Source: an optimization exercise on an open RTL-to-GDS flow (aim: small area). Production flows keep margins and buffers that such runs may drop. Function was checked by simulation only, so behaviour that the tests miss may differ from the original. The clock port is modelled as an ideal driver, which makes a skipped or thinned clock tree look cheaper than it is; a real chip needs a root buffer or a tree. Power is estimated from default activity; no workload was simulated.

## lane 1
## ROM
module ROM (
    input wire sys_clk,
    input wire sys_rst_n,
    input wire [1:0] key,
    output wire stcp,
    output wire shcp,
    output wire ds,
    output wire oe
);
Size in the first run: roughly 340 cells after synthesis, about 67 flip-flops, about 8 I/O pins, about 2800 um^2 of cells after synthesis.
Settings: LEC_CHECK=0, CAP_MARGIN=20, CORE_MARGIN=2, CORE_UTILIZATION=40, SLEW_MARGIN=20; clock period 5.0 ns.
standard.sh (not shown) runs the stock make flow with config.mk's settings and CLKGATE_MAP_FILE= SYNTH_SCRIPT=/design/flow/synth_recipe.tcl, a recipe that flattens the netlist after the stock synthesis.
==> flow/flow/run.sh <==
#!/bin/bash
# Own layout flow: the standard flow (standard.sh) with two changes.
# 1. Synthesis: the standard synthesis script, with only the ABC mapping
#    script swapped for an area-oriented one (flow/abc_area.script). The
#    registers, their names and cells are those of the standard synthesis.
# 2. Clock tree: clkbuf_4 buffers and no dummy loads, so less clock
#    buffer area (every register still gets the clock through buffers).
# Each step's full output goes to a log file in the work folder.
set -euo pipefail
W=$PWD
F=$W/flow
cat > "$W/area_synth.tcl" <<EOT
proc abc {args} {
  set i [lsearch -exact \$args -script]
  if {\$i >= 0} { lset args [expr {\$i + 1}] $F/abc_area.script }
  yosys abc {*}\$args
}
source $W/synth_recipe.tcl
EOT
CTS="-sink_clustering_enable -repair_clock_nets -dont_use_dummy_load -buf_list sky130_fd_sc_hd__clkbuf_4 -root_buf sky130_fd_sc_hd__clkbuf_4"
bash "$W/standard.sh" synth "SYNTH_SCRIPT=$W/area_synth.tcl" > "$W/synth.log" 2>&1
bash "$W/standard.sh" finish "SYNTH_SCRIPT=$W/area_synth.tcl" "CTS_ARGS=$CTS" > "$W/layout.log" 2>&1
==> flow/flow/abc_area.script <==
strash
dch
map -a
mfs2
strash
dch
map -a
topo
dnsize
Edits applied to the flow inputs when going from lane 1 to lane 2:
==> flow/run.sh (new file) <==
#!/bin/bash
# synth_recipe.tcl (not shown) runs the flow's synth.tcl, then flattens the netlist and writes it again
# the make line also repeats each setting of config.mk as NAME=value (left out here)
make -C /OpenROAD-flow-scripts/flow DESIGN_CONFIG=/design/flow/config.mk WORK_HOME=/design/flow/orfs CLKGATE_MAP_FILE= SYNTH_SCRIPT=/design/flow/synth_recipe.tcl finish
diff --git a/flow/config.mk b/flow/config.mk
--- a/flow/config.mk
+++ b/flow/config.mk
@@ -9,3 +9,5 @@
 export CORE_MARGIN = 2
 export CORE_UTILIZATION = 40
+export CTS_BUF_LIST = sky130_fd_sc_hd__clkbuf_4
+export CTS_CLUSTER_SIZE = 30
 export SLEW_MARGIN = 20
removed: flow/flow/run.sh
removed: flow/flow/abc_area.script
removed: flow/standard.sh
Findings:
- Comparing lane 2 and lane 1, the lower detailed placer's ending HPWL is on lane 1.
- Summary: with lane 1 as the reference, via count of the first global-routing pass in lane 2 moved up by a few percent.
- Lane 2 vs lane 1: sequential power up
- In lane 2, the proportion of power drawn by the clock network came out 3.5 points above the value in lane 1.
- Final critical-path required period down 0.20 ns in lane 2 wrt lane 1
- Comparing the two runs side by side, lane 2 comes out behind lane 1 on static leakage power.
- | critical path depth | lower: lane 1 |
- Hold slack (lane 2 over lane 1): decrease, 0.0056 ns
- The global-route usage of lane 1 and that of lane 2 are within noise of each other.
- Looking at mean number of vias per cell, lane 2 sits above lane 1.
diff inputs: lane 2 => lane 3
diff --git a/flow/config.mk b/flow/config.mk
--- a/flow/config.mk
+++ b/flow/config.mk
@@ -9,5 +9,5 @@
 export CORE_MARGIN = 2
 export CORE_UTILIZATION = 40
-export CTS_BUF_LIST = sky130_fd_sc_hd__clkbuf_4
-export CTS_CLUSTER_SIZE = 30
+export CTS_CLUSTER_DIAMETER = 500
+export CTS_CLUSTER_SIZE = 70
 export SLEW_MARGIN = 20
Results
Compared with lane 2, in lane 3 combined global-route utilization of all metal layers increased by 0.30 points relative to the old numbers; number of inserted filler cells in the final layout decreased by 6 relative to the old numbers; sequential fraction of design power decreased by 6.2 points relative to the old numbers; combinational cell fraction of total power decreased by 1.1 points relative to the old numbers; clock skew decreased by 0.0052 ns relative to the old numbers.
Of the two candidates, lane 2 has the better final cell area excluding filler cells and lane 3 the worse one.
Lane 3 vs. lane 2: synthesis-to-layout area growth grew by 2.4 points, slack of the critical path shrank by 0.0048 ns.
Status: met1 layer usage reported by global route parity (lane 3, lane 2)
In the tables for lane 3 and lane 2, clock network latency to the later pin of the worst-skew pair reads higher with lane 2.
Cmp lane 3 and lane 2 / sequential share of layout area / higher: lane 2
Input-level comparison between lane 4 and lane 3:
diff --git a/flow/config.mk b/flow/config.mk
--- a/flow/config.mk
+++ b/flow/config.mk
@@ -9,5 +9,3 @@
 export CORE_MARGIN = 2
 export CORE_UTILIZATION = 40
-export CTS_CLUSTER_DIAMETER = 500
-export CTS_CLUSTER_SIZE = 70
 export SLEW_MARGIN = 20
--- outcome ---
Per the comparison of lane 4 with lane 3, global-route wire length before repair essentially unchanged; number of hold buffers added after cts shows no meaningful change; number of global-route vias before repair roughly the same; gate count after technology mapping shows no meaningful change; number of cell rows has remained practically unchanged.
Status: post-route non-filler standard cell count parity (lane 4, lane 3)
Reported for lane 3 and lane 4, count of clock-buffer cells in the layout turned out identical to the last digit.
Reported for lane 3 and lane 4, filler cell count in the final layout turned out identical to the last digit.
Via count delta (lane 3 -> lane 4): insignificant
Changes observed in lane 4 relative to lane 3: simple-gate share of the synthesized area has remained practically unchanged; storage element area saw little to no change.

========
## JK
ROM, a different RTL version from the one above (not shown whole).
For scale: roughly 64 flip-flops, roughly 8 I/O pins.
clock: 5.0 ns
lec_check: 0
cap_margin: 20
core_margin: 2
core_utilization: 70
gpl_timing_driven: 0
slew_margin: 20
==> flow/flow/run.sh <==
#!/bin/bash
set -euo pipefail
W=$PWD
F=$W/flow
cat > "$W/area_synth.tcl" <<EOT
proc abc {args} {
  set i [lsearch -exact \$args -script]
  if {\$i >= 0} { lset args [expr {\$i + 1}] $F/abc_area.script }
  yosys abc {*}\$args
}
source $W/synth_recipe.tcl
EOT
export MANUAL_CTS_NET=sys_clk MANUAL_CTS_N=2 MANUAL_CTS_BUF=sky130_fd_sc_hd__clkbuf_16
bash "$W/standard.sh" synth "SYNTH_SCRIPT=$W/area_synth.tcl" > "$W/synth.log" 2>&1
bash "$W/standard.sh" finish "SYNTH_SCRIPT=$W/area_synth.tcl" "PRE_CTS_TCL=$F/manual_cts.tcl" "BUFFER_PORTS_ARGS=-buffer_cell sky130_fd_sc_hd__buf_1" > "$W/layout.log" 2>&1
==> flow/flow/abc_area.script <==
strash
dch
map -a
mfs2 -W 4 -M 5000
strash
dch
map -a
mfs2 -W 4
strash
dch -f
map -a
mfs2 -W 4
strash
dch -f
map -a
mfs2 -W 4 -a
strash
dch -f
map -a
mfs2 -W 4
strash
dch -f
map -a
topo
dnsize
==> flow/flow/manual_cts.tcl <==
# Clock tree made here instead of by TritonCTS (run as cts.tcl's PRE_CTS_TCL
# hook): the clock pins are split into MANUAL_CTS_N groups by position
# (k-means), and one clock buffer (MANUAL_CTS_BUF) at the centre of each group
# drives that group's clock pins. The clock port drives only these buffers,
# so every register gets the clock through exactly one buffer.
set block [ord::get_db_block]
set db [ord::get_db]
set clk [$block findNet $::env(MANUAL_CTS_NET)]
set master [$db findMaster $::env(MANUAL_CTS_BUF)]
set k $::env(MANUAL_CTS_N)
set sinks [$clk getITerms]
set xs {}
set ys {}
foreach it $sinks {
  set b [[$it getInst] getBBox]
  lappend xs [expr {([$b xMin] + [$b xMax]) / 2.0}]
  lappend ys [expr {([$b yMin] + [$b yMax]) / 2.0}]
}
set n [llength $sinks]
# initial centres: sinks spread along the sorted x order
set order [lsort -real -indices $xs]
set cx {}
set cy {}
for {set c 0} {$c < $k} {incr c} {
  set i [lindex $order [expr {int(($c + 0.5) * $n / $k)}]]
  lappend cx [lindex $xs $i]
  lappend cy [lindex $ys $i]
}
for {set iter 0} {$iter < 50} {incr iter} {
  set asg {}
  for {set i 0} {$i < $n} {incr i} {
    set best 0
    set bd 1e30
    for {set c 0} {$c < $k} {incr c} {
      set d [expr {abs([lindex $xs $i] - [lindex $cx $c]) + abs([lindex $ys $i] - [lindex $cy $c])}]
      if {$d < $bd} { set bd $d; set best $c }
    }
    lappend asg $best
  }
  for {set c 0} {$c < $k} {incr c} {
    set sx 0.0; set sy 0.0; set m 0
    for {set i 0} {$i < $n} {incr i} {
      if {[lindex $asg $i] == $c} {
        set sx [expr {$sx + [lindex $xs $i]}]; set sy [expr {$sy + [lindex $ys $i]}]; incr m
      }
    }
    if {$m > 0} { lset cx $c [expr {$sx / $m}]; lset cy $c [expr {$sy / $m}] }
  }
}
for {set c 0} {$c < $k} {incr c} {
  set buf [odb::dbInst_create $block $master clkbuf_manual_$c]
  set net [odb::dbNet_create $block clknet_manual_$c]
  $net setSigType CLOCK
  [$buf findITerm A] connect $clk
  [$buf findITerm X] connect $net
  set m 0
  for {set i 0} {$i < $n} {incr i} {
    if {[lindex $asg $i] == $c} {
      set it [lindex $sinks $i]
      $it disconnect
      $it connect $net
      incr m
    }
  }
  $buf setLocation [expr {int([lindex $cx $c])}] [expr {int([lindex $cy $c])}]
  $buf setPlacementStatus PLACED
  puts "manual clock tree: buffer $c ([$master getName]) drives $m clock pins"
}
proc clock_tree_synthesis {args} { puts "clock_tree_synthesis skipped: clock tree made by manual_cts.tcl" }
set_propagated_clock [all_clocks]
Input-level comparison between MS and JK:
--- a/flow/flow/run.sh
+++ b/flow/flow/run.sh
@@ -1,2 +1,14 @@
 #!/bin/bash
+# Own layout flow: the standard flow (standard.sh) with two changes.
+# 1. Synthesis: the standard synthesis script, with only the ABC mapping
+#    script swapped for an area-oriented one (flow/abc_area.script). The
+#    registers, their names and cells are those of the standard synthesis.
+# 2. Clock tree: made by flow/manual_cts.tcl (run as cts.tcl's PRE_CTS_TCL
+#    hook) instead of TritonCTS: the registers are split by position into
+#    4 groups, each driven by one clock buffer at its centre; the clock port
+#    drives only those 4 buffers. Every register gets the clock through one
+#    buffer of the same kind.
+# 3. Port buffers: every input and output port still gets a buffer, of the
+#    smallest buffer cell (buf_1) instead of the default choice.
+# Each step's full output goes to a log file in the work folder.
 set -euo pipefail
@@ -12,3 +24,3 @@
 EOT
-export MANUAL_CTS_NET=sys_clk MANUAL_CTS_N=2 MANUAL_CTS_BUF=sky130_fd_sc_hd__clkbuf_16
+export MANUAL_CTS_NET=sys_clk MANUAL_CTS_N=4 MANUAL_CTS_BUF=sky130_fd_sc_hd__clkbuf_8
 bash "$W/standard.sh" synth "SYNTH_SCRIPT=$W/area_synth.tcl" > "$W/synth.log" 2>&1
==> flow/flow/abc_area.script <==
strash
dch
map -a
mfs2 -W 4 -M 5000
strash
dch
map -a
mfs2 -W 4
strash
dch -f
map -a
topo
dnsize
Results
Share of the cycle needed by the critical path after routing across JK and MS: no real change. MS vs. JK: global-route usage went down by 0.78 points. MS has synthesized cell area above what JK had. MS vs JK, final weighted congestion in routability-driven placement went up by 0.019. Compared with JK, MS shows via density per instance lower by about 0.8%. Post-layout minimum cycle time on MS is down relative to JK. MS vs. JK: sequential share of cell area went down; final cell area excluding filler cells increased about 0.9%. Sort JK and MS by sequential share of power, descending, and MS comes first.
No run of this note takes its clock network from TritonCTS; it comes from the design's own scripts or RTL.

==> afterwards: timing with drivers on the ports <==
The results above use ideal ports. As a check the final layouts listed here were re-extracted and re-timed, cells and wires unchanged.
Step 1 sets driving cells, clkbuf_16 on the clock port and buf_2 on the other inputs (assumed; they add their load-dependent delay and slew).
Step 2 also shifts input and output timing later by t, the mid clock arrival at the registers, as if the neighbouring blocks saw the same clock.
Three values: ideal, step 1, step 2; two values: the first two.
run	shift t [ns]	setup slack, ns	latest minus earliest clock arrival (ns)	worst slew at a driven data input, ns
lane 1	0.403	1.174 / 1.151 / 1.151	0.045 / 0.045	0.03
lane 2	0.421	1.377 / 1.347 / 1.347	0.011 / 0.011	0.03
lane 3	0.371	1.372 / 1.342 / 1.342	0.007 / 0.007	0.03
lane 4	0.371	1.372 / 1.342 / 1.342	0.007 / 0.007	0.03
JK	0.214	1.535 / 1.509 / 1.509	0.012 / 0.012	0.03
MS	0.210	1.541 / 1.514 / 1.514	0.029 / 0.030	0.03
After both steps every run listed still meets setup and hold.
